From an optimization exercise on the open Yosys and OpenROAD flow, aimed at small area and a short achievable clock period; shortcuts taken in it are not production practice. Power is estimated from default activity; no workload was simulated.

==> job 5923 <==
Design vec_multi_core, start of the top module:
module vec_multi_core #(
    parameter int LEN = 32,
    parameter int DATA_WIDTH = 8
) (
    input logic clk,
    input logic rst_n,
    input logic i_data_valid,
    input logic i_load_weight,
    input logic [LEN*DATA_WIDTH-1:0] i_data,
    input logic [2*LEN-1:0] i_weight,
    output logic o_data_ready,
    output logic signed [31:0] o_result
);
  logic [LEN-1:0] wp, wn;
  logic wv;
  always_ff @(posedge clk) begin
    if (i_load_weight) begin
      for (int i = 0; i < LEN; i++) begin
        wp[i] <= i_weight[2*i+1] & ~i_weight[2*i];
        wn[i] <= ~i_weight[2*i+1] & ~i_weight[2*i];
      end
    end
  end
  always_ff @(posedge clk or negedge rst_n) begin
    if (!rst_n) wv <= 1'b0;
    else if (i_load_weight) wv <= 1'b1;
  end
  logic [LEN*DATA_WIDTH-1:0] zq;
  always_comb begin
    for (int i = 0; i < LEN; i++) begin
      for (int j = 0; j < DATA_WIDTH; j++) begin
        if (j == DATA_WIDTH - 1) zq[8*i+j] = i_data[8*i+j] ? wp[i] : wn[i];
        else zq[8*i+j] = ~(i_data[8*i+j] ? wp[i] : wn[i]);
      end
    end
  end
  logic [133:0] r1;
  logic [47:0] r2;
  logic [24:0] r3;
  logic s1;
  logic c2;
  logic s3;
  logic c4;
  logic s5;
  logic c6;
  logic s7;
  logic c8;
  logic s9;
  logic c10;
  logic s11;
  logic c12;
  logic s13;
  logic c14;
  logic s15;
  logic c16;
  logic s17;
  logic c18;
  logic s19;
  logic c20;
  logic i21;
  logic s22;
  logic c23;
  logic s24;
  logic c25;
  logic s26;
  logic c27;
  logic s28;
  logic c29;
  logic s30;
  logic c31;
  logic s32;
  logic c33;
  logic s34;
  logic c35;
  logic s36;
  logic c37;
  logic s38;
  logic c39;
  logic s40;
  logic c41;
  logic s42;
  logic c43;
  logic s44;
  logic c45;
  logic s46;
  logic c47;
  logic s48;
  logic c49;
  logic s50;
  logic c51;
  logic s52;
  logic c53;
  logic s54;
  logic c55;
  logic i56;
  logic s57;
  logic c58;
  logic s59;
  logic c60;
  logic s61;
  logic c62;
  logic s63;
  logic c64;
  logic s65;
  logic c66;
  logic s67;
  logic c68;
  logic s69;
  logic c70;
  logic s71;
  logic c72;
  logic s73;
  logic c74;
  logic s75;
  logic c76;
  logic s77;
  logic c78;
  ...
clock: 3.0 ns
lec_check: 0
cap_margin: 20
core_margin: 2
core_utilization: 40
slew_margin: 20
synth_hierarchical: 1
standard.sh (not shown) runs the stock make flow with config.mk's settings and CLKGATE_MAP_FILE= SYNTH_SCRIPT=/design/flow/synth_recipe.tcl, a recipe that flattens the netlist after the stock synthesis.
==> flow/flow/run.sh <==
#!/bin/bash
# Standard layout (the standard.sh, unchanged synthesis) with two changes:
#  - the port buffers are buf_1 cells rather than the clkdlybuf4s50 delay cells
#    that buffer_ports picks by default (every port still gets its own buffer);
#  - clock tree synthesis runs without dummy loads, with the buffers listed below.
export BUFFER_PORTS_ARGS="-buffer_cell sky130_fd_sc_hd__buf_1"
export CTS_ARGS="-sink_clustering_enable -repair_clock_nets -dont_use_dummy_load -buf_list sky130_fd_sc_hd__clkbuf_8"
bash standard.sh > standard.log 2>&1
==> inputs of job 7271, as changes to job 5923 <==
--- a/flow/design.v
+++ b/flow/design.v
@@ -9,31 +9,34 @@
     input logic i_load_weight,
     input logic [LEN*DATA_WIDTH-1:0] i_data,
     input logic [2*LEN-1:0] i_weight,
     output logic o_data_ready,
     output logic signed [31:0] o_result
 );
+  logic [2*LEN-1:0] wreg;
   logic [LEN-1:0] wp, wn;
   logic wv;
   always_ff @(posedge clk) begin
-    if (i_load_weight) begin
-      for (int i = 0; i < LEN; i++) begin
-        wp[i] <= i_weight[2*i+1] & ~i_weight[2*i];
-        wn[i] <= ~i_weight[2*i+1] & ~i_weight[2*i];
-      end
+    if (i_load_weight) wreg <= i_weight;
+  end
+  always_comb begin
+    for (int i = 0; i < LEN; i++) begin
+      wp[i] = wreg[2*i+1] & ~wreg[2*i];
+      wn[i] = ~wreg[2*i+1] & ~wreg[2*i];
     end
   end
   always_ff @(posedge clk or negedge rst_n) begin
     if (!rst_n) wv <= 1'b0;
     else if (i_load_weight) wv <= 1'b1;
   end
+  localparam int MSB_TRUE = 0;
   logic [LEN*DATA_WIDTH-1:0] zq;
   always_comb begin
     for (int i = 0; i < LEN; i++) begin
       for (int j = 0; j < DATA_WIDTH; j++) begin
-        if (j == DATA_WIDTH - 1) zq[8*i+j] = i_data[8*i+j] ? wp[i] : wn[i];
+        if (j == DATA_WIDTH - 1 && MSB_TRUE == 0) zq[8*i+j] = i_data[8*i+j] ? wp[i] : wn[i];
         else zq[8*i+j] = ~(i_data[8*i+j] ? wp[i] : wn[i]);
       end
     end
   end
   logic [133:0] r1;
   logic [47:0] r2;
@@ -847,62 +850,52 @@
   vmc_fa u_s479 (.a(s471), .b(c458), .c(c460), .s(s479), .co(c480));
   vmc_fa u_s481 (.a(c462), .b(s473), .c(s475), .s(s481), .co(c482));
   vmc_fa u_s483 (.a(r1[131]), .b(r1[132]), .c(r1[133]), .s(s483), .co(c484));
   vmc_fa u_s485 (.a(c468), .b(c470), .c(c472), .s(s485), .co(c486));
   vmc_fa u_s487 (.a(s483), .b(c474), .c(c476), .s(s487), .co(c488));
   assign i489 = ~r2[9];
-  assign s490 = ~(i489 ^ r2[10]);
-  assign c491 = i489 | r2[10];
+  vmc_fa u_s490 (.a(i489), .b(r2[10]), .c(1'b1), .s(s490), .co(c491));
   assign i492 = ~r2[15];
   vmc_fa u_s493 (.a(r2[14]), .b(i492), .c(r2[16]), .s(s493), .co(c494));
-  assign s495 = ~(r2[17] ^ r2[18]);
-  assign c496 = r2[17] | r2[18];
+  vmc_fa u_s495 (.a(r2[17]), .b(r2[18]), .c(1'b1), .s(s495), .co(c496));
   vmc_fa u_s497 (.a(r2[20]), .b(r2[21]), .c(r2[22]), .s(s497), .co(c498));
-  assign s499 = ~(r2[23] ^ r2[24]);
-  assign c500 = r2[23] | r2[24];
+  vmc_fa u_s499 (.a(r2[23]), .b(r2[24]), .c(1'b1), .s(s499), .co(c500));
   vmc_fa u_s501 (.a(r2[25]), .b(r2[26]), .c(r2[27]), .s(s501), .co(c502));
-  assign s503 = ~(r2[28] ^ r2[29]);
-  assign c504 = r2[28] | r2[29];
+  vmc_fa u_s503 (.a(r2[28]), .b(r2[29]), .c(1'b1), .s(s503), .co(c504));
   vmc_fa u_s505 (.a(r2[30]), .b(r2[31]), .c(r2[32]), .s(s505), .co(c506));
-  assign s507 = ~(r2[33] ^ r2[34]);
-  assign c508 = r2[33] | r2[34];
+  vmc_fa u_s507 (.a(r2[33]), .b(r2[34]), .c(1'b1), .s(s507), .co(c508));
   vmc_fa u_s509 (.a(r2[35]), .b(r2[36]), .c(r2[37]), .s(s509), .co(c510));
-  assign s511 = ~(r2[38] ^ r2[39]);
-  assign c512 = r2[38] | r2[39];
+  vmc_fa u_s511 (.a(r2[38]), .b(r2[39]), .c(1'b1), .s(s511), .co(c512));
   vmc_fa u_s513 (.a(r2[40]), .b(r2[41]), .c(r2[42]), .s(s513), .co(c514));
-  assign s515 = ~(r2[43] ^ r2[44]);
-  assign c516 = r2[43] | r2[44];
-  assign s517 = ~(r2[45] ^ r2[46]);
-  assign c518 = r2[45] | r2[46];
+  vmc_fa u_s515 (.a(r2[43]), .b(r2[44]), .c(1'b1), .s(s515), .co(c516));
+  vmc_fa u_s517 (.a(r2[45]), .b(r2[46]), .c(1'b1), .s(s517), .co(c518));
   assign i519 = ~r2[5];
   vmc_ha u_s520 (.a(i519), .b(r2[6]), .s(s520), .co(c521));
   assign i522 = ~r2[11];
   vmc_fa u_s523 (.a(i522), .b(r2[12]), .c(r2[13]), .s(s523), .co(c524));
   vmc_fa u_s525 (.a(r2[19]), .b(s495), .c(c491), .s(s525), .co(c526));
   vmc_fa u_s527 (.a(s499), .b(c496), .c(s497), .s(s527), .co(c528));
   vmc_fa u_s529 (.a(s503), .b(c500), .c(s501), .s(s529), .co(c530));
   vmc_fa u_s531 (.a(s507), .b(c504), .c(s505), .s(s531), .co(c532));
   vmc_fa u_s533 (.a(s511), .b(c508), .c(s509), .s(s533), .co(c534));
   vmc_fa u_s535 (.a(s515), .b(c512), .c(s513), .s(s535), .co(c536));
   vmc_fa u_s537 (.a(r2[47]), .b(s517), .c(c516), .s(s537), .co(c538));
   assign i539 = ~r2[2];
-  assign s540 = ~(i539 ^ r2[3]);
-  assign c541 = i539 | r2[3];
+  vmc_fa u_s540 (.a(i539), .b(r2[3]), .c(1'b1), .s(s540), .co(c541));
   assign i542 = ~s520;
   vmc_fa u_s543 (.a(r2[7]), .b(r2[8]), .c(i542), .s(s543), .co(c544));
   assign i545 = ~c521;
   vmc_fa u_s546 (.a(s490), .b(i545), .c(s523), .s(s546), .co(c547));
   vmc_fa u_s548 (.a(s493), .b(c524), .c(s525), .s(s548), .co(c549));
   vmc_fa u_s550 (.a(c494), .b(c526), .c(s527), .s(s550), .co(c551));
   vmc_fa u_s552 (.a(c498), .b(s529), .c(c528), .s(s552), .co(c553));
   vmc_fa u_s554 (.a(c502), .b(s531), .c(c530), .s(s554), .co(c555));
   vmc_fa u_s556 (.a(c506), .b(s533), .c(c532), .s(s556), .co(c557));
   vmc_fa u_s558 (.a(c510), .b(s535), .c(c534), .s(s558), .co(c559));
   vmc_fa u_s560 (.a(c514), .b(s537), .c(c536), .s(s560), .co(c561));
-  assign s562 = ~(c518 ^ c538);
-  assign c563 = c518 | c538;
+  vmc_fa u_s562 (.a(c518), .b(c538), .c(1'b1), .s(s562), .co(c563));
   logic [4:1] vld;
   logic [4:1] wvp;
   always_ff @(posedge clk or negedge rst_n) begin
     if (!rst_n) vld <= '0;
     else vld <= {vld[3:1], i_data_valid};
   end
@@ -1122,110 +1115,13 @@
       r3[23] <= c561;
       r3[24] <= c563;
   end
   logic [13:0] fa, fb, sum, res;
   assign fa = {1'b1, 1'b1, ~r3[22], ~r3[20], ~r3[18], ~r3[16], ~r3[14], ~r3[12], ~r3[10], ~r3[8], ~r3[6], ~r3[4], ~r3[2], ~r3[0]};
   assign fb = {1'b0, ~r3[24], ~r3[23], ~r3[21], ~r3[19], ~r3[17], ~r3[15], ~r3[13], ~r3[11], ~r3[9], ~r3[7], ~r3[5], ~r3[3], r3[1]};
-  logic [13:0] pg_g0, pg_p0;
-  assign pg_g0 = fa & fb;
-  assign pg_p0 = fa ^ fb;
-  logic pg_g1_1;
-  assign pg_g1_1 = pg_g0[1] | (pg_p0[1] & pg_g0[0]);
-  logic pg_p1_1;
-  assign pg_p1_1 = pg_p0[1] & pg_p0[0];
-  logic pg_g1_3;
-  assign pg_g1_3 = pg_g0[3] | (pg_p0[3] & pg_g0[2]);
-  logic pg_p1_3;
-  assign pg_p1_3 = pg_p0[3] & pg_p0[2];
-  logic pg_g1_5;
-  assign pg_g1_5 = pg_g0[5] | (pg_p0[5] & pg_g0[4]);
-  logic pg_p1_5;
-  assign pg_p1_5 = pg_p0[5] & pg_p0[4];
-  logic pg_g1_7;
-  assign pg_g1_7 = pg_g0[7] | (pg_p0[7] & pg_g0[6]);
-  logic pg_p1_7;
-  assign pg_p1_7 = pg_p0[7] & pg_p0[6];
-  logic pg_g1_9;
-  assign pg_g1_9 = pg_g0[9] | (pg_p0[9] & pg_g0[8]);
-  logic pg_p1_9;
-  assign pg_p1_9 = pg_p0[9] & pg_p0[8];
-  logic pg_g1_11;
-  assign pg_g1_11 = pg_g0[11] | (pg_p0[11] & pg_g0[10]);
-  logic pg_p1_11;
-  assign pg_p1_11 = pg_p0[11] & pg_p0[10];
-  logic pg_g1_13;
-  assign pg_g1_13 = pg_g0[13] | (pg_p0[13] & pg_g0[12]);
-  logic pg_g2_2;
-  assign pg_g2_2 = pg_g0[2] | (pg_p0[2] & pg_g1_1);
-  logic pg_p2_2;
-  assign pg_p2_2 = pg_p0[2] & pg_p1_1;
-  logic pg_g2_3;
-  assign pg_g2_3 = pg_g1_3 | (pg_p1_3 & pg_g1_1);
-  logic pg_p2_3;
-  assign pg_p2_3 = pg_p1_3 & pg_p1_1;
-  logic pg_g2_6;
-  assign pg_g2_6 = pg_g0[6] | (pg_p0[6] & pg_g1_5);
-  logic pg_p2_6;
-  assign pg_p2_6 = pg_p0[6] & pg_p1_5;
-  logic pg_g2_7;
-  assign pg_g2_7 = pg_g1_7 | (pg_p1_7 & pg_g1_5);
-  logic pg_p2_7;
-  assign pg_p2_7 = pg_p1_7 & pg_p1_5;
-  logic pg_g2_10;
-  assign pg_g2_10 = pg_g0[10] | (pg_p0[10] & pg_g1_9);
-  logic pg_p2_10;
-  assign pg_p2_10 = pg_p0[10] & pg_p1_9;
-  logic pg_g2_11;
-  assign pg_g2_11 = pg_g1_11 | (pg_p1_11 & pg_g1_9);
-  logic pg_p2_11;
-  assign pg_p2_11 = pg_p1_11 & pg_p1_9;
-  logic pg_g3_4;
-  assign pg_g3_4 = pg_g0[4] | (pg_p0[4] & pg_g2_3);
-  logic pg_p3_4;
-  assign pg_p3_4 = pg_p0[4] & pg_p2_3;
-  logic pg_g3_5;
-  assign pg_g3_5 = pg_g1_5 | (pg_p1_5 & pg_g2_3);
-  logic pg_p3_5;
-  assign pg_p3_5 = pg_p1_5 & pg_p2_3;
-  logic pg_g3_6;
-  assign pg_g3_6 = pg_g2_6 | (pg_p2_6 & pg_g2_3);
-  logic pg_p3_6;
-  assign pg_p3_6 = pg_p2_6 & pg_p2_3;
-  logic pg_g3_7;
-  assign pg_g3_7 = pg_g2_7 | (pg_p2_7 & pg_g2_3);
-  logic pg_p3_7;
-  assign pg_p3_7 = pg_p2_7 & pg_p2_3;
-  logic pg_g3_12;
-  assign pg_g3_12 = pg_g0[12] | (pg_p0[12] & pg_g2_11);
-  logic pg_p3_12;
-  assign pg_p3_12 = pg_p0[12] & pg_p2_11;
-  logic pg_g3_13;
-  assign pg_g3_13 = pg_g1_13 | (pg_p0[13] & pg_g2_11);
-  logic pg_g4_8;
-  assign pg_g4_8 = pg_g0[8] | (pg_p0[8] & pg_g3_7);
-  logic pg_p4_8;
-  assign pg_p4_8 = pg_p0[8] & pg_p3_7;
-  logic pg_g4_9;
-  assign pg_g4_9 = pg_g1_9 | (pg_p1_9 & pg_g3_7);
-  logic pg_p4_9;
-  assign pg_p4_9 = pg_p1_9 & pg_p3_7;
-  logic pg_g4_10;
-  assign pg_g4_10 = pg_g2_10 | (pg_p2_10 & pg_g3_7);
-  logic pg_p4_10;
-  assign pg_p4_10 = pg_p2_10 & pg_p3_7;
-  logic pg_g4_11;
-  assign pg_g4_11 = pg_g2_11 | (pg_p2_11 & pg_g3_7);
-  logic pg_p4_11;
-  assign pg_p4_11 = pg_p2_11 & pg_p3_7;
-  logic pg_g4_12;
-  assign pg_g4_12 = pg_g3_12 | (pg_p3_12 & pg_g3_7);
-  logic pg_p4_12;
-  assign pg_p4_12 = pg_p3_12 & pg_p3_7;
-  logic pg_g4_13;
-  assign pg_g4_13 = pg_g3_13 | (pg_p0[13] & pg_g3_7);
-  assign sum = pg_p0 ^ {pg_g4_12, pg_g4_11, pg_g4_10, pg_g4_9, pg_g4_8, pg_g3_7, pg_g3_6, pg_g3_5, pg_g3_4, pg_g2_3, pg_g2_2, pg_g1_1, pg_g0[0], 1'b0};
+  assign sum = fa + fb;
   always_ff @(posedge clk) res <= wvp[3] ? sum : '0;
   assign o_result = {{18{res[13]}}, res};
   assign o_data_ready = vld[4];
 endmodule
 module vmc_fa (
     input  logic a,
==> flow/flow/run.sh (replaced) <==
#!/bin/bash
# Standard layout (the standard.sh, unchanged synthesis) with two changes:
#  - the port buffers are buf_1 cells rather than the clkdlybuf4s50 delay cells
#    that buffer_ports picks by default (every port still gets its own buffer);
#  - clock tree synthesis runs without dummy loads, with the buffers listed below.
export BUFFER_PORTS_ARGS="-buffer_cell sky130_fd_sc_hd__buf_1"
export CTS_ARGS="-sink_clustering_enable -repair_clock_nets -dont_use_dummy_load -buf_list sky130_fd_sc_hd__clkbuf_16 -sink_clustering_size 30 -sink_clustering_max_diameter 100"
bash standard.sh > standard.log 2>&1
- SETUP_SLACK_MARGIN: unset -> 0.9
==> qor summary <==
metric	job 5923	job 7271
Status	complete, no violations	complete, no violations
Max Clock Skew	0.0354 ns	0.0553 ns
Number of instances in the synthesized netlist	1,039	1,296
Placeable core region	38,800 µm²	41,900 µm²
Length of routed met2 wiring	21,800 µm	23,300 µm
Number of buffers inserted to repair setup after CTS	0	35
WL met3	2040 µm	1760 µm
Psw	6970 µW	6520 µW
Chip Height	203 µm	210 µm
# clk buffers	51	16
Maximum level of the CTS H-tree	2	1
Final instance count without filler cells	1,949	2,222
First-pass GRT wire length	62,500 µm	65,100 µm
Slew margin rel.	55.8%	57.8%
Largest net degree at the start of global routing	31	43
Max Fclk	0.393 GHz	0.492 GHz
Horizontal die dimension	203 µm	210 µm
Total number of multi-input combinational cells	655	921
DP HPWL	35,600 µm	37,900 µm
No run of this note included a check of the RTL's function; only the layout flow was run.

==> static timing again, ports no longer ideal <==
How much do the figures lean on ideal ports? The routed layouts below were timed once more, with nothing changed but the port constraints. Step 1 assumes that a clkbuf_16 drives the clock port and a buf_2 every other input. Step 2 adds t to the input delays and takes it off the output delays; t is the mean of the earliest and latest rising clock arrival at the registers after step 1. Input paths then give back, and output paths get back, about the clock's delay inside the block. a / b / c = ideal ports / drivers / drivers and shift; a / b = the first two.
run | shift t [ns] | slack for setup (ns) | hold WS [ns] | worst setup path after step 2 | pins driven straight from the clock port
job 5923 | 0.641 | 0.456 / 0.456 / 0.456 | 0.131 / 0.103 / 0.324 | register to register | 1
job 7271 | 0.556 | 0.968 / 0.968 / 0.833 | 0.212 / 0.179 / 0.330 | input to register | 1
After both steps setup and hold are still met in every run listed. The setup slack of job 7271, which loses most, moves by 0.000 ns with the drivers and by -0.135 ns with both steps.
